Context: an optimization exercise on an open-source flow, tuned for small area, a short achievable clock period and few clock cycles. The choices shown serve that exercise and are no tape-out recipe.
The RTL was checked by simulation tests, not by an equivalence proof against the original design.
Power is estimated from default activity; no workload was simulated.

**design/flow/config.mk**
```make
export PLATFORM = sky130hd
export DESIGN_NAME = cpu
export DESIGN_NICKNAME = cpu
export VERILOG_FILES = /design/flow/design.v
export SDC_FILE = /design/flow/constraint.sdc
export NUM_CORES = 4
export LEC_CHECK = 0
export CAP_MARGIN = 20
export CORE_MARGIN = 2
export CORE_UTILIZATION = 40
export PLACE_DENSITY = 0.6
export SETUP_SLACK_MARGIN = 3
export SLEW_MARGIN = 20
```
**design/flow/constraint.sdc**
```tcl
create_clock -name core_clock -period 9.0 [get_ports {clk}]
set_input_delay 1.8000 -clock core_clock [delete_from_list [all_inputs] [get_ports {clk}]]
set_output_delay 1.8000 -clock core_clock [all_outputs]
set_load 0.01 [all_outputs]
```
**design/flow/design.v**
```verilog
`timescale 1ns / 1ps
module reg_file(
    input  wire        clk, rst,
    input  wire [4:0]  ra1, ra2,
    output wire [31:0] rd1, rd2,
    input  wire        we,
    input  wire [4:0]  wa,
    input  wire [31:0] wd);
    wire [31:0] wdr = wd & {32{~rst}};
    wire [32*32-1:0] flat;
    assign flat[31:0] = 32'd0;
    genvar i;
    generate
        for (i = 1; i < 32; i = i + 1) begin : r
            reg [31:0] q;
            wire en = rst | (we && wa == i);
            always @(posedge clk) begin
                if (en) q <= wdr;
            end
            assign flat[i*32 +: 32] = q;
        end
    endgenerate
    wire [31:0] s1 = 32'd1 << ra1;
    wire [31:0] s2 = 32'd1 << ra2;
    reg  [31:0] o1, o2;
    integer k;
    always @(*) begin
        o1 = 32'd0;
        o2 = 32'd0;
        for (k = 1; k < 32; k = k + 1) begin
            o1 = o1 | (flat[k*32 +: 32] & {32{s1[k]}});
            o2 = o2 | (flat[k*32 +: 32] & {32{s2[k]}});
        end
    end
    assign rd1 = o1;
    assign rd2 = o2;
endmodule
`timescale 1ns / 1ps
module cpu(
    input  wire        clk, rst,
    output wire [31:0] imem_addr,
    input  wire [31:0] imem_data,
    output wire [31:0] dmem_addr,
    output wire [31:0] dmem_wdata,
    output wire        dmem_we,
    input  wire [31:0] dmem_rdata,
    input  wire [4:0]  led_read,
    output wire [31:0] led_reg_data,
    output reg         halted
    );
    reg  [31:0] a;         
    reg  [31:0] y;         
    reg  [31:0] w;         
    reg  [31:0] pc4;       
    reg  [31:0] tgt;       
    reg  [4:0]  shamt;
    reg  [4:0]  wa;        
    reg         we;        
    reg         sub;       
    reg         s_sum, s_and, s_or, s_xor, s_sll, s_lt, s_lw, s_jal;
    reg         st;        
    reg         b_eq, b_ne, b_nz, jmp, jr;
    wire [31:0] sum = a + y + {31'd0, sub};
    wire        lt  = (a[31] == y[31]) ? a[31] : sum[31];    
    wire [31:0] res = ({32{s_sum}} & sum)
                    | ({32{s_and}} & (a & y))
                    | ({32{s_or }} & (a | y))
                    | ({32{s_xor}} & (a ^ y))
                    | ({32{s_sll}} & (y << shamt))
                    | {31'd0, s_lt & lt}
                    | ({32{s_lw }} & dmem_rdata)
                    | ({32{s_jal}} & pc4);
    assign dmem_addr  = sum;
    assign dmem_wdata = w;
    assign dmem_we    = st;
    wire eq    = a == y;
    wire sum0  = (a ^ y) == {a[30:0] | y[30:0], 1'b0};
    wire taken = (b_eq & eq) | (b_ne & ~eq) | (b_nz & ~sum0);
    wire [31:0] next = jr ? a : (jmp | taken) ? tgt : pc4;
    assign imem_addr = next;
    wire [31:0] f  = imem_data;
    wire [5:0]  op = f[31:26];
    wire [4:0]  rs = f[25:21];
    wire [4:0]  rt = f[20:16];
    wire [4:0]  rd = f[15:11];
    wire op_sub   = op == 6'b000001;
    wire op_addiu = op == 6'b000010;
    wire op_and   = op == 6'b010000;
    wire op_andi  = op == 6'b010001;
    wire op_ori   = op == 6'b010010;
    wire op_xori  = op == 6'b010011;
    wire op_sll   = op == 6'b011000;
    wire op_slti  = op == 6'b100110;
    wire op_slt   = op == 6'b100111;
    wire op_sw    = op == 6'b110000;
    wire op_lw    = op == 6'b110001;
    wire op_beq   = op == 6'b110100;
    wire op_bne   = op == 6'b110101;
    wire op_bltz  = op == 6'b110110;
    wire op_j     = op == 6'b111000;
    wire op_jr    = op == 6'b111001;
    wire op_jal   = op == 6'b111010;
    wire op_halt  = op == 6'b111111;
    wire [31:0] ra, rb;
    reg_file regs(.clk(clk), .rst(rst),
                  .ra1(halted ? led_read : rs), .ra2(rt), .rd1(ra), .rd2(rb),
                  .we(we), .wa(wa), .wd(res));
    assign led_reg_data = ra;
    wire [31:0] va = (we && wa == rs) ? res : ra;
    wire [31:0] vb = (we && wa == rt) ? res : rb;
    wire use_se = op_addiu | op_slti | op_lw | op_sw;
    wire use_ze = op_andi | op_ori | op_xori;
    wire do_sub = op_sub | op_slt | op_slti;
    wire [31:0] vy = use_se ? {{16{f[15]}}, f[15:0]} : use_ze ? {16'd0, f[15:0]} : vb;
    wire i_type  = op_addiu | op_andi | op_ori | op_xori | op_slti | op_lw;
    wire nowrite = op_sw | op_beq | op_bne | op_bltz | op_j | op_jr | op_halt;
    wire [4:0] dst = op_jal ? 5'd31 : (i_type ? rt : rd);
    wire logic_op  = op_and | op_andi | op_ori | op_xori;
    wire [31:0] fa4 = next + 32'd4;
    always @(posedge clk) begin
        a     <= va;
        y     <= do_sub ? ~vy : vy;
        w     <= vb;
        pc4   <= rst ? 32'd0 : fa4;         
        tgt   <= (op_j | op_jal) ? {next[31:28], f[25:0], 2'b00}
                                 : fa4 + {{14{f[15]}}, f[15:0], 2'b00};
        shamt <= f[10:6];
        wa    <= dst;
        sub   <= do_sub;
        s_and <= op_and | op_andi;
        s_or  <= op_ori;
        s_xor <= op_xori;
        s_sll <= op_sll;
        s_lt  <= op_slt | op_slti;
        s_lw  <= op_lw;
        s_jal <= op_jal;
        s_sum <= ~(logic_op | op_sll | op_slt | op_slti | op_lw | op_jal);
        if (rst | halted) begin
            we   <= 1'b0;
            st   <= 1'b0;
            b_eq <= 1'b0;
            b_ne <= 1'b0;
            b_nz <= 1'b0;
            jmp  <= 1'b0;
            jr   <= 1'b0;
        end else begin
            we   <= ~nowrite & (dst != 5'd0);
            st   <= op_sw;
            b_eq <= op_beq;
            b_ne <= op_bne;
            b_nz <= op_bltz;
            jmp  <= op_j | op_jal;
            jr   <= op_jr;
        end
        if (rst)          halted <= 1'b0;
        else if (op_halt) halted <= 1'b1;
    end
endmodule
```
**design/flow/run.sh**
```bash
#!/bin/bash
# synth_recipe.tcl (not shown) runs the flow's synth.tcl, then flattens the netlist and writes it again
# the make line also repeats each setting of config.mk as NAME=value (left out here)
make -C /OpenROAD-flow-scripts/flow DESIGN_CONFIG=/design/flow/config.mk WORK_HOME=/design/flow/orfs CLKGATE_MAP_FILE= SYNTH_SCRIPT=/design/flow/synth_recipe.tcl finish
```
==> out/summary.txt, run 1 <==
CORE AREA: 139000 um2
post-synthesis sequential area ratio: 0.600
R2R Setup Slk: 2.83 ns
final critical-path share of the clock period: 0.686
largest net degree at the start of global routing: 42
Setup WS post-layout: 2.82 ns
Die Span X: 378 um
leakage power: 25.1 nW
share of layout cells above drive strength 1: 0.233
CTS sink cnt: 1179
dpl hpwl: 178 mm
crit-path max cell delay: 0.55 ns
wire per inst: 44.6 um
VDD IR max: 0.190 mV
crit-path max FO: 16
Setup WS pre-CTS: 1.37 ns
chip height: 378 um
# hold bufs at CTS: 0
later-pin clock latency in the skew report: 0.82 ns
Max stage delay cell, worst path: nor3_4
num ports: 201
pwr/cell area: 314 nW/um2
initial antenna violation count: 22
crit end category: primary output
cell mode on critical path: buf_6
crit path launch type: input pin
ANT nets after route: 0
Post-Route Skew: 0.0759 ns
CP cell instances: buf_6 > inv_1 > o32a_4 > buf_4 > nor3_4 > buf_12 > buf_6 > a22oi_1 > nand3_1 > or4_4 > buf_2
required time of the critical path: 7.20 ns
WP data arrival: 4.38 ns
Port-buffer cells: 200
status: no timing/DRC/antenna violations
#FFs+latches synth: 1179
Slew Viols, Final: 0
final setup fails: 0
post-synthesis cell area: 55900 um2
vias: 52300
Placed Cells incl. Taps: 6377
number of iterations in the first detailed-routing pass: 15
TritonCTS Buffers: 118
worst hold path class: flop to flop
H-tree level count: 3
vias per cell: 7.64
commonest non-fill, non-tap cells in the layout: 992 x edfxtp_1, 425 x a22oi_1, 318 x buf_4
Worst-Margin Slew: 1.31 ns
Ys Warns: 2
synthesized instance count: 4448
Slew headroom: 0.119
Async SR Flop Fraction: 0
Reg clk slew, reported paths: 0.06 ns
GRT Overall Usage: 0.410
Final Power: 22.0 mW
FP Rows: 137
global-route wire length before repair: 401 mm
fin nets: 5016
Max-Cap Viols: 0
average size of a mapped cell: 12.6 um2
minimum clock period: 6.18 ns
Net Count, Synth: 4616
DIE AREA: 143000 um2
CP Class: input pin to primary output
most common cell after layout, fill and taps aside: edfxtp_1
routability cong.: 1.02
area delta synth->final: 25.2%
Overflow after GRT: 0
Final Non-Filler Cells: 6845
vias in the first global route: 47900
DRT iter0 DRCs: 12500
Main synth FF type: edfxtp_1
Fmax: 162 MHz
CTS tree: built
Root Buffer: clkbuf_16
synth unique cells: 93
WHS: 0.652 ns
fill count: 11900
Initial Util: 0.402
DRT Wirelength: 305 mm
DRC: 0
setup_tns: 0 ns
final hold vios: 0
clock buffer depth: 3
RSZ-0062 raised after global routing: yes
Post-synth EDFFs: 992
-- cells by family after synthesis --
logic type / after synthesis / synth area share
AOI/OAI and AO/OA: 1489 / 0.207
DFF: 1179 / 0.600
and+or+nand+nor: 988 / 0.0910
buffers and inverters: 450 / 0.0323
xor gates and xnor gates: 140 / 0.0220
muxes: 105 / 0.0256
adders and majority gates: 97 / 0.0221
-- synthesized netlist by cell type, types with 7 or more instances --
cell type / number / area [um2]
buf_4: 7 / 52.6
nor3_1: 61 / 305
a21oi_1: 139 / 696
nand2b_1: 27 / 169
o211ai_1: 23 / 173
a21o_1: 36 / 270
and2_1: 56 / 350
o22ai_1: 10 / 62.6
a222oi_1: 82 / 821
mux2i_1: 52 / 521
nand2_1: 176 / 661
a22o_1: 243 / 2130
dfxtp_1: 187 / 3740
or3_1: 17 / 106
clkbuf_1: 265 / 995
buf_1: 28 / 105
nor2_1: 226 / 848
nand3_1: 166 / 831
o21a_1: 13 / 97.6
nor4_1: 30 / 188
edfxtp_1: 992 / 29800
ha_1: 94 / 1180
o31ai_1: 12 / 90.1
nand4_1: 121 / 757
o2111ai_1: 16 / 140
or4_1: 40 / 300
o21ai_0: 88 / 440
nor2b_1: 13 / 81.3
and3_1: 12 / 75.1
xnor2_1: 111 / 972
mux2_2: 25 / 282
buf_2: 29 / 145
a22oi_1: 438 / 3290
mux4_2: 28 / 631
a211oi_1: 16 / 120
xor2_1: 29 / 254
a31oi_1: 30 / 188
inv_1: 111 / 417
o21bai_1: 10 / 75.1
a221oi_1: 250 / 2190
-- state kept, by name, indices dropped and copies added, names as in the netlist, 5 cells and up --
name and count:
regs.r.q 992, shamt 5, tgt 32, a 32
y 32, pc4 32, wa 5, w 32
-- per-layer routing --
metal  wire (um)  part of all wire  global-route usage
met5         408            0.0013             0.00652
met4       33900              0.11               0.331
met3       50300              0.16               0.183
met2      123000              0.40               0.584
met1       98200              0.32               0.477
-- stage by stage --
stage	cell area [um2]	util
detailed placement	61100	0.440
global placement	61100	0.440
finish	69900	0.503
floorplan	55900	-
global route	69900	0.503
CTS	68600	0.493
-- final cells by class --
cell class                      count  area (um2)  area share
Antenna cell                       20        50.0    0.000716
Clock buffer                      137        3080      0.0440
Clock inverter                     84        1130      0.0161
Inverter                          115         434     0.00621
Multi-Input combinational cell   2820       23200       0.332
Sequential cell                  1179       33700       0.482
Tap cell                         1876        2350      0.0336
Timing Repair Buffer              614        5970      0.0854
-- worst paths after layout --
kind	start	endpoint	cells past startpoint
max reg2reg	a[17]	tgt[31]	29
min	s_lt	w[0]	3
max	imem_data[24]	led_reg_data[27]	11
min reg2reg	s_lt	w[0]	3
-- where the power goes --
part           switching (mW)  total, mW  internal [mW]  leakage (nW)
combinational            4.41       6.78           2.37          11.4
clock                    2.30       5.39           3.10          2.01
sequential               1.29       9.79           8.50          11.7
total                    8.00       22.0           14.0          25.1
-- worst max-delay path: cells and delay by family --
family	cells	cell delay, ns
AOI/OAI and AO/OA	2	0.55
buffers and inverters	6	1.11
and+or+nand+nor	3	0.89
-- repair_timing --
action / CTS / global route
setup endpoints to repair: 105 / 83
pin swaps: 126 / 94
cloned: 7 / 2
setup buffers: 161 / 55
resized for setup: 576 / 163
Testbench counts, summed over its fixed seeds: cycles 49,200.
==> run 2: changes to the inputs <==
--- a/design/flow/design.v
+++ b/design/flow/design.v
@@ -77,5 +77,6 @@
     wire sum0  = (a ^ y) == {a[30:0] | y[30:0], 1'b0};
     wire taken = (b_eq & eq) | (b_ne & ~eq) | (b_nz & ~sum0);
-    wire [31:0] next = jr ? a : (jmp | taken) ? tgt : pc4;
+    wire [31:0] btgt = pc4 + tgt;
+    wire [31:0] next = jr ? a : jmp ? tgt : taken ? btgt : pc4;
     assign imem_addr = next;
     wire [31:0] f  = imem_data;
@@ -124,5 +125,5 @@
         pc4   <= rst ? 32'd0 : fa4;         
         tgt   <= (op_j | op_jal) ? {next[31:28], f[25:0], 2'b00}
-                                 : fa4 + {{14{f[15]}}, f[15:0], 2'b00};
+                                 : {{14{f[15]}}, f[15:0], 2'b00};
         shamt <= f[10:6];
         wa    <= dst;
--- a/design/flow/config.mk
+++ b/design/flow/config.mk
@@ -7,7 +7,11 @@
 export LEC_CHECK = 0
 export CAP_MARGIN = 20
+export CELL_PAD_IN_SITES_DETAIL_PLACEMENT = 1
+export CELL_PAD_IN_SITES_GLOBAL_PLACEMENT = 1
 export CORE_MARGIN = 2
-export CORE_UTILIZATION = 40
+export CORE_UTILIZATION = 35
+export CTS_CLUSTER_SIZE = 24
 export PLACE_DENSITY = 0.6
 export SETUP_SLACK_MARGIN = 3
 export SLEW_MARGIN = 20
+export TNS_END_PERCENT = 10
==> out/summary.txt, run 2 <==
status: no timing/DRC/antenna violations (unchanged)
WP data arrival: 4.49 ns (was 4.38 ns)
most common cell after layout, fill and taps aside: edfxtp_1 (unchanged)
Overflow after GRT: 0 (unchanged)
required time of the critical path: 7.20 ns (about the same)
DIE AREA: 163000 um2 (was 143000 um2)
post-synthesis adder-cell area fraction: 0.0220 (was 0.0221)
crit end category: primary output (unchanged)
global-route wire length before repair: 434 mm (was 401 mm)
Reg clk slew, reported paths: 0.05 ns (was 0.06 ns)
Synth area leaders: edfxtp_1 53%, dfxtp_1 6.4%, a22oi_1 6.3% (was edfxtp_1 53%, dfxtp_1 6.7%, a22oi_1 5.9%)
final setup fails: 0 (unchanged)
fin nets: 4995 (was 5016)
worst hold path class: flop to flop (unchanged)
share of layout cells above drive strength 1: 0.204 (was 0.233)
Placed Cells incl. Taps: 6616 (was 6377)
most common cell in the synthesized netlist: edfxtp_1 (unchanged)
Final Power: 21.9 mW (was 22.0 mW)
largest net degree at the start of global routing: 53 (was 42)
Largest register FFs: 992 (unchanged)
Net Count, Synth: 4648 (was 4616)
Max stage delay cell, worst path: or4_4 (was nor3_4)
crit path launch type: input pin (unchanged)
GRT Overall Usage: 0.389 (was 0.410)
CTS tree: built (unchanged)
met2 WL: 135 mm (was 123 mm)
# hold bufs at CTS: 0 (unchanged)
Worst-Margin Slew: 1.33 ns (was 1.31 ns)
#FFs+latches synth: 1172 (was 1179)
Fmax: 159 MHz (was 162 MHz)
final hold vios: 0 (unchanged)
minimum clock period: 6.29 ns (was 6.18 ns)
vias in the first global route: 49400 (was 47900)
cell taking the most area after synthesis: edfxtp_1 (unchanged)
synth unique cells: 99 (was 93)
Biggest register: regs.r.q (unchanged)
crit-path max cell delay: 0.60 ns (was 0.55 ns)
Post-Synth XOR/XNOR Area: 0.0183 (was 0.0220)
final critical-path share of the clock period: 0.698 (was 0.686)
Slew headroom: 0.112 (was 0.119)
CTS sink cnt: 1172 (was 1179)
post-synthesis cell area: 56100 um2 (was 55900 um2)
CP cell instances: clkdlybuf4s15_2 > nor2_1 > a21oi_1 > buf_6 > nor2_4 > buf_8 > a22o_1 > a221oi_1 > nand3_1 > or4_4 > clkdlybuf4s15_2 (was buf_6 > inv_1 > o32a_4 > buf_4 > nor3_4 > buf_12 > buf_6 > a22oi_1 > nand3_1 > or4_4 > buf_2)
dpl hpwl: 196 mm (was 178 mm)
metal3 WL: 48.4 mm (was 50.3 mm)
TritonCTS Buffers: 130 (was 118)
Initial Util: 0.353 (was 0.402)
pwr/cell area: 316 nW/um2 (was 314 nW/um2)
area delta synth->final: 23.7% (was 25.2%)
Port-buffer cells: 200 (unchanged)
synth cell count leaders: 992 x edfxtp_1, 467 x a22oi_1, 265 x clkbuf_1 (was 992 x edfxtp_1, 438 x a22oi_1, 265 x clkbuf_1)
initial antenna violation count: 32 (was 22)
Max-Cap Viols: 0 (unchanged)
average size of a mapped cell: 12.5 um2 (was 12.6 um2)
Slew Viols, Final: 0 (unchanged)
Main synth FF type: edfxtp_1 (unchanged)
Ys Warns: 2 (unchanged)
M1 wire length: 113 mm (was 98.2 mm)
multiplexer area fraction after synthesis: 0.0248 (was 0.0256)
commonest non-fill, non-tap cells in the layout: 992 x edfxtp_1, 465 x a22oi_1, 268 x buf_4 (was 992 x edfxtp_1, 425 x a22oi_1, 318 x buf_4)
post-synthesis sequential area ratio: 0.595 (was 0.600)
synthesized instance count: 4480 (was 4448)
crit-path max FO: 32 (was 16)
number of iterations in the first detailed-routing pass: 9 (was 15)
CORE AREA: 159000 um2 (was 139000 um2)
critical path's top delay family: buffers and inverters (unchanged)
Post-Route Skew: 0.0441 ns (was 0.0759 ns)
WHS: 0.691 ns (was 0.652 ns)
Buf/Inv on CP: 4 (was 6)
Max Used Layer: met5 (unchanged)
setup_tns: 0 ns (unchanged)
leakage power: 24.7 nW (was 25.1 nW)
Die Span X: 404 um (was 378 um)
chip height: 404 um (was 378 um)
DRT Wirelength: 328 mm (was 305 mm)
wire per inst: 46.7 um (was 44.6 um)
Final Non-Filler Cells: 7025 (was 6845)
DRT iter0 DRCs: 10800 (was 12500)
clock buffer depth: 3 (unchanged)
FP Rows: 146 (was 137)
Root Buffer: clkbuf_16 (unchanged)
Post-synth EDFFs: 992 (unchanged)
main combinational cell family by area after synthesis: compound AO/OA/AOI/OAI gates (unchanged)
Async SR Flop Fraction: 0 (unchanged)
cell mode on critical path: clkdlybuf4s15_2 (was buf_6)
simple-gate share of the synthesized area: 0.0879 (was 0.0910)
later-pin clock latency in the skew report: 0.79 ns (was 0.82 ns)
VDD IR max: 0.163 mV (was 0.190 mV)
RSZ-0062 raised after global routing: yes (unchanged)
area of the multi-input gates: 22800 um2 (was 23200 um2)
register area: 33500 um2 (was 33700 um2)
DRC: 0 (unchanged)
vias per cell: 7.37 (was 7.64)
ANT nets after route: 0 (unchanged)
fill count: 16200 (was 11900)
routability cong.: 0.993 (was 1.02)
Compound-Gate Fraction of Synth Area: 0.218 (was 0.207)
H-tree level count: 4 (was 3)
CP Class: input pin to primary output (unchanged)
num ports: 201 (unchanged)
vias: 51800 (was 52300)
Yosys top cell area share: 0.531 (was 0.533)
[run 2: cell count changes in the layout (fill, tap and decap cells not counted), moves of 17 or more]
| cell | change |
|---|---|
| buf_4 | -50 |
| o21ai_0 | +17 |
| a22oi_1 | +40 |
| buf_6 | -24 |
| a221oi_2 | -17 |
| a21oi_1 | +19 |
| nor3_1 | +23 |
| nor2_1 | -37 |
| and2_1 | -36 |
| nand3_1 | -18 |
[run 2: stage by stage]
stage,setup slack [ns],util,instance area [um2]
after floorplan,3.48,-,56100
after global placement,1.14,0.388,61700
after detailed placement,1.15,0.389,61700
after CTS,2.77,0.433,68700
after global routing,2.66,0.437,69300
final,2.71,0.437,69400
[run 2: area by class of cell]
cell class                 count  area share
tap                         2072      0.0374
clock buffer                 154      0.0497
multi-input combinational   2853       0.328
sequential                  1172       0.483
clock inverter                81      0.0134
antenna                       23    0.000830
timing repair buffer         555      0.0807
inverter                     115     0.00638
[run 2: per-layer routing]
metal / vias up / track usage
met4: 22 / 0.303
met3: 1549 / 0.154
li1: 19200 / -
met1: 25900 / 0.466
met2: 5151 / 0.557
met5: - / 0.00238
[run 2: kinds of logic (layout without fill, tap and decap cells)]
kind of cell             Yosys count  in the layout
XOR/XNOR                         117            117
multiplexers                     113            113
AND/OR/NAND/NOR                  946            946
other                              0             23
adder cells (fa/ha/maj)           97             97
flip-flops                      1172           1172
buffers and inverters            455            905
AO/OA/AOI/OAI                   1580           1580
[run 2: repair_timing]
item / in CTS / in global routing
gates resized for setup: 421 / 74
pin swaps: 70 / 15
buffers inserted: 125 / 18
gates cloned: 6 / 0
endpoints found under the setup margin: 80 / 77
[run 2: worst min-delay path: stages, from the launching register on]
cell and delay, ns:
dfxtp_1 0.33, nand2_1 0.06, o21ai_0 0.11, nor2b_1 0.15
[run 2: final timing paths]
check        depth (start not counted)         from                to  slack, ns
max                                 11  led_read[4]  led_reg_data[19]       2.71
min                                  3       pc4[1]            pc4[1]       0.69
max reg2reg                         11          jmp           pc4[27]       3.97
min reg2reg                          3       pc4[1]            pc4[1]       0.69
[run 2: where the power goes]
group | switching [mW] | leakage, nW | internal, mW
Clock | 2.41 | 2.13 | 3.16
Combinational | 4.31 | 10.9 | 2.19
Sequential | 1.41 | 11.7 | 8.44
Total | 8.13 | 24.7 | 13.8
Testbench counts of run 2, summed over its fixed seeds: cycles 49,200.
==> run 3: changes to the inputs <==
--- a/design/flow/config.mk
+++ b/design/flow/config.mk
@@ -6,4 +6,5 @@
 export NUM_CORES = 4
 export LEC_CHECK = 0
+export ABC_CLOCK_PERIOD_IN_PS = 5500
 export CAP_MARGIN = 20
 export CELL_PAD_IN_SITES_DETAIL_PLACEMENT = 1
@@ -11,7 +12,6 @@
 export CORE_MARGIN = 2
 export CORE_UTILIZATION = 35
-export CTS_CLUSTER_SIZE = 24
 export PLACE_DENSITY = 0.6
-export SETUP_SLACK_MARGIN = 3
+export SETUP_SLACK_MARGIN = 3.5
 export SLEW_MARGIN = 20
 export TNS_END_PERCENT = 10
==> out/summary.txt, run 3 <==
status: no timing/DRC/antenna violations (unchanged)
GRT Overall Usage: 0.399 (was 0.389)
Root Buffer: clkbuf_16 (unchanged)
commonest non-fill, non-tap cells in the layout: 992 x edfxtp_1, 461 x a22oi_1, 362 x buf_4 (was 992 x edfxtp_1, 465 x a22oi_1, 268 x buf_4)
most common cell in the synthesized netlist: edfxtp_1 (unchanged)
crit path launch type: input pin (unchanged)
synth unique cells: 99 (unchanged)
ANT nets after route: 0 (unchanged)
worst hold path class: flop to flop (unchanged)
P_sw: 8.36 mW (was 8.13 mW)
CP Class: input pin to primary output (unchanged)
WP data arrival: 4.26 ns (was 4.49 ns)
TritonCTS Buffers: 131 (was 130)
Net Count, Synth: 4648 (unchanged)
Initial Util: 0.353 (unchanged)
Largest register FFs: 992 (unchanged)
post-synthesis cell area: 56100 um2 (unchanged)
Placed Cells incl. Taps: 6616 (unchanged)
setup_tns: 0 ns (unchanged)
Biggest register: regs.r.q (unchanged)
Slew Viols, Final: 0 (unchanged)
wire per inst: 47.2 um (was 46.7 um)
number of iterations in the first detailed-routing pass: 10 (was 9)
H-tree level count: 4 (unchanged)
final hold vios: 0 (unchanged)
register area: 33600 um2 (was 33500 um2)
Post-Route Skew: 0.0429 ns (was 0.0441 ns)
area delta synth->final: 28.0% (was 23.7%)
Die Span X: 404 um (unchanged)
DRT iter0 DRCs: 11300 (was 10800)
final critical-path share of the clock period: 0.674 (was 0.698)
DRC: 0 (unchanged)
vias per cell: 7.40 (was 7.37)
most common cell after layout, fill and taps aside: edfxtp_1 (unchanged)
crit end category: primary output (unchanged)
cell taking the most area after synthesis: edfxtp_1 (unchanged)
Worst-Margin Slew: 1.29 ns (was 1.33 ns)
FP Rows: 146 (unchanged)
Yosys top cell area share: 0.531 (unchanged)
DP Area: 61800 um2 (was 61700 um2)
area of the multi-input gates: 23600 um2 (was 22800 um2)
#FFs+latches synth: 1172 (unchanged)
CORE AREA: 159000 um2 (unchanged)
Port-buffer cells: 200 (unchanged)
Final Power: 22.3 mW (was 21.9 mW)
Slew headroom: 0.132 (was 0.112)
Final Util: 0.452 (was 0.437)
Setup WS post-layout: 2.94 ns (was 2.71 ns)
later-pin clock latency in the skew report: 0.82 ns (was 0.79 ns)
Post-synth EDFFs: 992 (unchanged)
Reg clk slew, reported paths: 0.07 ns (was 0.05 ns)
dpl hpwl: 198 mm (was 196 mm)
Ys Warns: 2 (unchanged)
largest net degree at the start of global routing: 62 (was 53)
minimum clock period: 6.06 ns (was 6.29 ns)
share of layout cells above drive strength 1: 0.260 (was 0.204)
design area: 71800 um2 (was 69400 um2)
final setup fails: 0 (unchanged)
RSZ-0062 raised after global routing: yes (unchanged)
synth cell count leaders: 992 x edfxtp_1, 467 x a22oi_1, 265 x clkbuf_1 (unchanged)
clock network power share: 0.249 (was 0.254)
CTS tree: built (unchanged)
Synth area leaders: edfxtp_1 53%, dfxtp_1 6.4%, a22oi_1 6.3% (unchanged)
Max-Cap Viols: 0 (unchanged)
# hold bufs at CTS: 0 (unchanged)
P_int: 13.9 mW (was 13.8 mW)
crit-path max FO: 7 (was 32)
Async SR Flop Fraction: 0 (unchanged)
fin nets: 5145 (was 4995)
Setup WS pre-CTS: 1.18 ns (was 1.15 ns)
DRT Wirelength: 338 mm (was 328 mm)
synthesized instance count: 4480 (unchanged)
DIE AREA: 163000 um2 (unchanged)
average size of a mapped cell: 12.5 um2 (unchanged)
vias in the first global route: 50900 (was 49400)
Fmax: 165 MHz (was 159 MHz)
Reg power frac: 0.442 (was 0.449)
required time of the critical path: 7.20 ns (about the same)
WHS: 0.655 ns (was 0.691 ns)
chip height: 404 um (unchanged)
routability cong.: 0.976 (was 0.993)
post-synthesis sequential area ratio: 0.595 (unchanged)
pwr/cell area: 310 nW/um2 (was 316 nW/um2)
global-route wire length before repair: 445 mm (was 434 mm)
initial antenna violation count: 24 (was 32)
Overflow after GRT: 0 (unchanged)
fill count: 16100 (was 16200)
clock buffer depth: 3 (unchanged)
VDD IR max: 0.245 mV (was 0.163 mV)
CTS sink cnt: 1172 (unchanged)
vias: 53000 (was 51800)
num ports: 201 (unchanged)
Sw Share: 0.375 (was 0.371)
Final Non-Filler Cells: 7162 (was 7025)
leakage power: 25.8 nW (was 24.7 nW)
Comb pwr share: 0.310 (was 0.296)
Main synth FF type: edfxtp_1 (unchanged)
-- run 3: cells by family (layout without fill, tap and decap cells) --
kind of cell / after synthesis / count (layout) / share of synthesized area
adders and majority gates: 97 / 97 / 0.0220
xor gates and xnor gates: 117 / 117 / 0.0183
DFF: 1172 / 1172 / 0.595
muxes: 113 / 113 / 0.0248
and+or+nand+nor: 946 / 946 / 0.0879
other: 0 / 12 / 0
buffers and inverters: 455 / 1053 / 0.0333
AOI/OAI and AO/OA: 1580 / 1580 / 0.218
-- run 3: final timing paths --
| kind | startpoint | end | slack [ns] | depth (start not counted) |
|---|---|---|---|---|
| setup / recovery | led_read[0] | led_reg_data[30] | 2.94 | 11 |
| hold / removal | pc4[1] | pc4[1] | 0.66 | 3 |
| hold reg to reg | pc4[1] | pc4[1] | 0.66 | 3 |
| setup reg to reg | a[18] | pc4[30] | 3.24 | 35 |
-- run 3: final cells by class --
class	count	area share
Inverter	115	0.00636
Clock buffer	158	0.0487
Clock inverter	76	0.0113
Antenna cell	12	0.000418
Sequential cell	1172	0.468
Tap cell	2072	0.0361
Multi-Input combinational cell	2853	0.328
Timing Repair Buffer	704	0.101
-- run 3: critical path, stage by stage --
cell	delay, ns
buf_12	0.09
inv_4	0.03
a32oi_4	0.29
or2_4	0.21
buf_6	0.11
nor2_4	0.08
buf_12	0.16
a222oi_1	0.48
nand3_1	0.16
or4_4	0.64
buf_6	0.18
-- run 3: metal layers --
| layer | wire, um | share of wire | up-vias | GRT usage |
|---|---|---|---|---|
| met5 | 225 | 0.00067 | - | 0.00387 |
| met4 | 32700 | 0.097 | 30 | 0.298 |
| met3 | 50500 | 0.15 | 1602 | 0.164 |
| met2 | 139000 | 0.41 | 5352 | 0.574 |
| met1 | 115000 | 0.34 | 26600 | 0.475 |
| li1 | - | - | 19500 | - |
-- run 3: timing repair --
| action | 4_1_cts | 5_1_grt |
|---|---|---|
| setup endpoints to repair | 135 | 95 |
| buffers inserted | 220 | 66 |
| endpoints found under the hold margin | 0 | 0 |
| cloned | 9 | 5 |
| gates resized for setup | 811 | 104 |
| pin swaps | 151 | 86 |
-- run 3: power groups by stage --
stage	sequential [mW]	clock [mW]	combinational, mW
after floorplan	9.13	0	2.77
after global placement	9.75	0	5.62
after detailed placement	9.77	0	5.66
after CTS	9.72	5.53	6.34
after global routing	9.90	5.72	7.03
final	9.84	5.54	6.90
==> run 4: changes to the inputs <==
--- a/design/flow/config.mk
+++ b/design/flow/config.mk
@@ -11,5 +11,7 @@
 export CELL_PAD_IN_SITES_GLOBAL_PLACEMENT = 1
 export CORE_MARGIN = 2
-export CORE_UTILIZATION = 35
+export CORE_UTILIZATION = 40
+export CTS_CLUSTER_DIAMETER = 90
+export CTS_CLUSTER_SIZE = 25
 export PLACE_DENSITY = 0.6
 export SETUP_SLACK_MARGIN = 3.5
==> out/summary.txt, run 4 <==
P_int: 12.2 mW (was 13.9 mW)
Hold Path End: pc4[1] (unchanged)
leakage power: 24.4 nW (was 25.8 nW)
share of layout cells above drive strength 1: 0.225 (was 0.260)
CTS sink cnt: 1172 (unchanged)
ANT nets after route: 0 (unchanged)
worst r2r src: a[25] (was a[18])
Biggest register: regs.r.q (unchanged)
R2R Setup Slk: 4.12 ns (was 3.24 ns)
Largest register FFs: 992 (unchanged)
average size of a mapped cell: 12.5 um2 (unchanged)
commonest non-fill, non-tap cells in the layout: 992 x edfxtp_1, 458 x a22oi_1, 341 x buf_4 (was 992 x edfxtp_1, 461 x a22oi_1, 362 x buf_4)
Comb pwr share: 0.337 (was 0.310)
Net Count, Synth: 4648 (unchanged)
largest net degree at the start of global routing: 55 (was 62)
later-pin clock latency in the skew report: 0.76 ns (was 0.82 ns)
Post-Route Skew: 0.0585 ns (was 0.0429 ns)
synthesized instance count: 4480 (unchanged)
WP data arrival: 4.30 ns (was 4.26 ns)
#FFs+latches synth: 1172 (unchanged)
Reg clk slew, reported paths: 0.09 ns (was 0.07 ns)
number of iterations in the first detailed-routing pass: 12 (was 10)
DRT iter0 DRCs: 10600 (was 11300)
dpl hpwl: 194 mm (was 198 mm)
Fmax: 164 MHz (was 165 MHz)
worst hold path class: flop to flop (unchanged)
clock buffer depth: 3 (unchanged)
crit path launch type: input pin (unchanged)
DRT Wirelength: 331 mm (was 338 mm)
status: no timing/DRC/antenna violations (unchanged)
Post-synth EDFFs: 992 (unchanged)
cell taking the most area after synthesis: edfxtp_1 (unchanged)
RSZ-0062 raised after global routing: yes (unchanged)
post-synthesis cell area: 56100 um2 (unchanged)
vias: 52200 (was 53000)
required time of the critical path: 7.20 ns (about the same)
final hold vios: 0 (unchanged)
worst r2r path cells: 17 (was 35)
minimum clock period: 6.10 ns (was 6.06 ns)
hold depth: 3 (unchanged)
vias in the first global route: 49500 (was 50900)
Max-Cap Viols: 0 (unchanged)
Sw Share: 0.389 (was 0.375)
Slew Viols, Final: 0 (unchanged)
Slew headroom: 0.0558 (was 0.132)
pwr/cell area: 290 nW/um2 (was 310 nW/um2)
chip height: 378 um (was 404 um)
Setup crit start: led_read[1] (was led_read[0])
Initial Util: 0.402 (was 0.353)
GRT Overall Usage: 0.450 (was 0.399)
post-synthesis sequential area ratio: 0.595 (unchanged)
wire per inst: 48.9 um (was 47.2 um)
Worst-Margin Slew: 1.41 ns (was 1.29 ns)
DRC: 0 (unchanged)
fin nets: 5032 (was 5145)
Reg power frac: 0.494 (was 0.442)
fill count: 13900 (was 16100)
Final Power: 19.9 mW (was 22.3 mW)
Overflow after GRT: 0 (unchanged)
global-route wire length before repair: 437 mm (was 445 mm)
vias per cell: 7.70 (was 7.40)
num ports: 201 (unchanged)
setup_tns: 0 ns (unchanged)
routability cong.: 1.01 (was 0.976)
synth unique cells: 99 (unchanged)
most common cell after layout, fill and taps aside: edfxtp_1 (unchanged)
Root Buffer: clkbuf_16 (unchanged)
synth cell count leaders: 992 x edfxtp_1, 467 x a22oi_1, 265 x clkbuf_1 (unchanged)
final setup fails: 0 (unchanged)
Yosys top cell area share: 0.531 (unchanged)
area delta synth->final: 22.2% (was 28.0%)
TritonCTS Buffers: 60 (was 131)
Port-buffer cells: 200 (unchanged)
DIE AREA: 143000 um2 (was 163000 um2)
CTS tree: built (unchanged)
H-tree level count: 2 (was 4)
P_sw: 7.74 mW (was 8.36 mW)
initial antenna violation count: 12 (was 24)
VDD IR max: 0.222 mV (was 0.245 mV)
Async SR Flop Fraction: 0 (unchanged)
Synth area leaders: edfxtp_1 53%, dfxtp_1 6.4%, a22oi_1 6.3% (unchanged)
CP Class: input pin to primary output (unchanged)
crit-path max FO: 16 (was 7)
Ys Warns: 2 (unchanged)
min-delay src: pc4[1] (unchanged)
final critical-path share of the clock period: 0.677 (was 0.674)
clock network power share: 0.168 (was 0.249)
CORE AREA: 139000 um2 (was 159000 um2)
r2r endpoint: pc4[27] (was pc4[30])
Main synth FF type: edfxtp_1 (unchanged)
# hold bufs at CTS: 0 (unchanged)
FP Rows: 137 (was 146)
crit end category: primary output (unchanged)
Die Span X: 378 um (was 404 um)
most common cell in the synthesized netlist: edfxtp_1 (unchanged)
## run 4: critical path, stage by stage
cell and delay, ns:
buf_4 0.13, mux2_4 0.35, buf_4 0.17, nor3b_4 0.63, bufbuf_16 0.53, a221oi_1 0.15
nand4_1 0.12, or3_4 0.16, clkdlybuf4s15_1 0.24
## run 4: layer usage
| layer | part of all wire | global-route usage | vias up |
|---|---|---|---|
| met1 | 0.34 | 0.539 | 26000 |
| met3 | 0.15 | 0.189 | 1641 |
| li1 | - | - | 19100 |
| met5 | 0.00067 | 0.00274 | - |
| met4 | 0.10 | 0.363 | 18 |
| met2 | 0.40 | 0.628 | 5371 |
## run 4: timing repair
action,4_1_cts,5_1_grt
setup endpoints to repair,122,98
gates resized for setup,696,87
buffers inserted,200,40
gates cloned,20,2
pin swaps,140,36
hold endpoints to repair,0,0
## run 4: logic make-up after synthesis
| logic type | synth area share |
|---|---|
| buffers and inverters | 0.0333 |
| AOI/OAI and AO/OA | 0.218 |
| xor gates and xnor gates | 0.0183 |
| muxes | 0.0248 |
| DFF | 0.595 |
| and+or+nand+nor | 0.0879 |
| adders and majority gates | 0.0220 |
## run 4: worst max-delay path by stage
stage               cells past startpoint               end
floorplan                               8   led_reg_data[6]
global placement                       11   led_reg_data[9]
detailed placement                     11   led_reg_data[9]
CTS                                    13     imem_addr[17]
global route                           12   led_reg_data[1]
finish                                  9  led_reg_data[31]
## run 4: cell type report
class                           count  area (um2)  area share
Clock inverter                     17         328     0.00478
Sequential cell                  1172       33500       0.489
Antenna cell                       13        32.5    0.000474
Tap cell                         1876        2350      0.0342
Clock buffer                       74        1610      0.0234
Multi-Input combinational cell   2854       23300       0.340
Timing Repair Buffer              661        6910       0.101
Inverter                          115         459     0.00670
## run 4: power groups by stage
stage	registers, mW	logic, mW	clock network, mW
floorplan	9.13	2.77	0
global placement	9.76	5.55	0
detailed placement	9.77	5.60	0
CTS	9.71	6.17	3.34
global route	9.89	6.86	3.50
finish	9.84	6.72	3.35
## run 4: metrics by stage
| stage | hold slack [ns] | util | area [um2] | std cells | setup slack, ns |
|---|---|---|---|---|---|
| 5_1_grt | 0.723 | 0.492 | 68500 | 6770 | 2.94 |
| 6_report | 0.655 | 0.492 | 68600 | 6782 | 2.90 |
| 3_5_place_dp | 0.641 | 0.441 | 61500 | 6415 | 1.36 |
| 3_3_place_gp | 0.624 | 0.441 | 61400 | 6413 | 1.40 |
| 2_1_floorplan | 0.569 | - | 56100 | 4480 | 3.53 |
| 4_1_cts | 0.664 | 0.486 | 67700 | 6726 | 3.09 |
==> run 5: changes to the inputs <==
==> design/flow/config.mk (replaced) <==
export PLATFORM = sky130hd
export DESIGN_NAME = cpu
export DESIGN_NICKNAME = cpu
export VERILOG_FILES = /design/flow/design.v
export SDC_FILE = /design/flow/constraint.sdc
export NUM_CORES = 4
export LEC_CHECK = 0
export CAP_MARGIN = 20
export CELL_PAD_IN_SITES_DETAIL_PLACEMENT = 1
export CELL_PAD_IN_SITES_GLOBAL_PLACEMENT = 1
export CORE_MARGIN = 2
export CORE_UTILIZATION = 40
export CTS_CLUSTER_DIAMETER = 80
export CTS_CLUSTER_SIZE = 20
export PLACE_DENSITY = 0.6
export SETUP_SLACK_MARGIN = 3
export SLEW_MARGIN = 20
export TNS_END_PERCENT = 10
==> out/summary.txt, run 5 <==
final setup fails: 0 (unchanged)
DRT Wirelength: 320 mm (was 331 mm)
worst hold path class: flop to flop (unchanged)
Slew Viols, Final: 0 (unchanged)
num ports: 201 (unchanged)
Main synth FF type: edfxtp_1 (unchanged)
chip height: 378 um (unchanged)
DIE AREA: 143000 um2 (unchanged)
commonest non-fill, non-tap cells in the layout: 992 x edfxtp_1, 465 x a22oi_1, 251 x buf_4 (was 992 x edfxtp_1, 458 x a22oi_1, 341 x buf_4)
wire per inst: 47.9 um (was 48.9 um)
number of iterations in the first detailed-routing pass: 9 (was 12)
most common cell in the synthesized netlist: edfxtp_1 (unchanged)
Yosys top cell area share: 0.531 (unchanged)
GRT Overall Usage: 0.437 (was 0.450)
#FFs+latches synth: 1172 (unchanged)
minimum clock period: 6.24 ns (was 6.10 ns)
Root Buffer: clkbuf_16 (unchanged)
CTS sink cnt: 1172 (unchanged)
H-tree level count: 3 (was 2)
later-pin clock latency in the skew report: 0.76 ns (about the same)
area delta synth->final: 19.3% (was 22.2%)
Reg clk slew, reported paths: 0.08 ns (was 0.09 ns)
TritonCTS Buffers: 78 (was 60)
vias: 50800 (was 52200)
status: no timing/DRC/antenna violations (unchanged)
Max-Cap Viols: 0 (unchanged)
leakage power: 23.6 nW (was 24.4 nW)
# hold bufs at CTS: 0 (unchanged)
routability cong.: 1.02 (was 1.01)
CORE AREA: 139000 um2 (unchanged)
synthesized instance count: 4480 (unchanged)
Final Power: 20.1 mW (was 19.9 mW)
Synth area leaders: edfxtp_1 53%, dfxtp_1 6.4%, a22oi_1 6.3% (unchanged)
synth unique cells: 99 (unchanged)
setup_tns: 0 ns (unchanged)
crit-path max FO: 32 (was 16)
Largest register FFs: 992 (unchanged)
vias per cell: 7.62 (was 7.70)
Net Count, Synth: 4648 (unchanged)
Compound-Gate Fraction of Synth Area: 0.218 (unchanged)
area of the multi-input gates: 22800 um2 (was 23300 um2)
post-synthesis sequential area ratio: 0.595 (unchanged)
dpl hpwl: 192 mm (was 194 mm)
Overflow after GRT: 0 (unchanged)
average size of a mapped cell: 12.5 um2 (unchanged)
DRC: 0 (unchanged)
post-synthesis adder-cell area fraction: 0.0220 (unchanged)
vias in the first global route: 48600 (was 49500)
crit path launch type: input pin (unchanged)
Biggest register: regs.r.q (unchanged)
fill count: 14000 (was 13900)
required time of the critical path: 7.20 ns (about the same)
pwr/cell area: 300 nW/um2 (was 290 nW/um2)
Initial Util: 0.402 (unchanged)
crit end category: primary output (unchanged)
Ys Warns: 2 (unchanged)
fin nets: 4916 (was 5032)
CTS tree: built (unchanged)
RSZ-0062 raised after global routing: yes (unchanged)
most common cell after layout, fill and taps aside: edfxtp_1 (unchanged)
simple-gate share of the synthesized area: 0.0879 (unchanged)
FP Rows: 137 (unchanged)
Worst-Margin Slew: 1.30 ns (was 1.41 ns)
post-synthesis cell area: 56100 um2 (unchanged)
final critical-path share of the clock period: 0.694 (was 0.677)
VDD IR max: 0.211 mV (was 0.222 mV)
Die Span X: 378 um (unchanged)
synth cell count leaders: 992 x edfxtp_1, 467 x a22oi_1, 265 x clkbuf_1 (unchanged)
main combinational cell family by area after synthesis: compound AO/OA/AOI/OAI gates (unchanged)
Post-Route Skew: 0.0490 ns (was 0.0585 ns)
ANT nets after route: 0 (unchanged)
initial antenna violation count: 13 (was 12)
share of layout cells above drive strength 1: 0.185 (was 0.225)
CP Class: input pin to primary output (unchanged)
cell taking the most area after synthesis: edfxtp_1 (unchanged)
Fmax: 160 MHz (was 164 MHz)
largest net degree at the start of global routing: 50 (was 55)
multiplexer area fraction after synthesis: 0.0248 (unchanged)
register area: 33500 um2 (about the same)
Async SR Flop Fraction: 0 (unchanged)
final hold vios: 0 (unchanged)
Post-Synth XOR/XNOR Area: 0.0183 (unchanged)
clock buffer depth: 3 (unchanged)
Slew headroom: 0.125 (was 0.0558)
Port-buffer cells: 200 (unchanged)
Post-synth EDFFs: 992 (unchanged)
global-route wire length before repair: 424 mm (was 437 mm)
DRT iter0 DRCs: 10800 (was 10600)
WP data arrival: 4.44 ns (was 4.30 ns)
[run 5: critical path, stage by stage]
cell	delay, ns
clkdlybuf4s15_1	0.23
mux2_4	0.38
nand2_8	0.13
nor2_4	0.06
buf_12	0.18
a222oi_1	0.52
nand3_1	0.14
or4_4	0.56
dlygate4sd2_1	0.30
[run 5: logic make-up (layout without fill, tap and decap cells)]
kind of cell             Yosys count  count (layout)
adder cells (fa/ha/maj)           97              97
XOR/XNOR                         117             117
other                              0               9
AO/OA/AOI/OAI                   1580            1580
AND/OR/NAND/NOR                  946             946
multiplexers                     113             113
buffers and inverters            455             763
flip-flops                      1172            1172
[run 5: cell type report]
class | count | area share
clock buffers | 89 | 0.0302
flip-flops and latches | 1172 | 0.501
repair buffers | 528 | 0.0796
well taps | 1876 | 0.0351
diodes | 9 | 0.000336
inverters | 115 | 0.00679
clock inverters | 31 | 0.00682
multi-input cells | 2853 | 0.340
[run 5: layer usage]
layer  vias to the layer above  routed length [um]  track usage  share of wire
li1                      18900                   -            -              -
met1                     25500              110000        0.527           0.34
met2                      4948              134000        0.640           0.42
met3                      1454               44700        0.154           0.14
met4                        16               30900        0.329          0.097
met5                         -                 317            0        0.00099
[run 5: where the power goes]
part	switching [mW]	internal, mW	total [mW]
Combinational	4.22	2.21	6.43
Sequential	1.41	8.42	9.83
Clock	2.10	1.74	3.84
Total	7.72	12.4	20.1
[run 5: path summary, 6_finish.rpt]
path          startpoint               to  slack [ns]  depth (start not counted)
max          led_read[1]  led_reg_data[8]        2.76                          9
max reg2reg         y[3]             y[0]        4.11                         14
min               pc4[1]           pc4[1]        0.71                          3
min reg2reg       pc4[1]           pc4[1]        0.71                          3
[run 5: what timing repair did]
item,CTS,global route
gates cloned,6,0
resized for setup,401,78
buffers inserted,102,19
pin swaps,66,19
setup endpoints to repair,80,77
[run 5: metrics by stage]
step	std cells	setup slack (ns)	hold WS (ns)	util	area (um2)
3_5_place_dp	6414	1.32	0.674	0.441	61400
2_1_floorplan	4480	3.48	0.569	-	56100
6_report	6673	2.76	0.710	0.480	66900
4_1_cts	6642	2.76	0.700	0.475	66300
3_3_place_gp	6412	1.32	0.613	0.440	61400
5_1_grt	6664	2.68	0.753	0.480	66900

## what the ideal ports hide
The results above use ideal ports. As a check the final layouts listed here were re-extracted and re-timed, cells and wires unchanged.
Step 1 sets driving cells, clkbuf_16 on the clock port and buf_2 on the other inputs (assumed; they add their load-dependent delay and slew).
Step 2 also shifts input and output timing later by t, the mid clock arrival at the registers, as if the neighbouring blocks saw the same clock.
Three values: ideal, step 1, step 2; two values: the first two.
run	t, ns	setup slack, ns	cell pins on the clock port's net
run 1	0.859	2.824 / 2.760 / 2.186	1
run 2	0.855	2.715 / 2.555 / 2.038	1
run 3	0.885	2.936 / 2.787 / 2.321	1
run 4	0.809	2.903 / 2.793 / 2.252	1
run 5	0.819	2.758 / 2.731 / 2.247	1
After both steps every run listed still meets setup and hold. The setup slack of run 2, which loses most, moves by -0.160 ns with the drivers and by -0.677 ns with both steps.
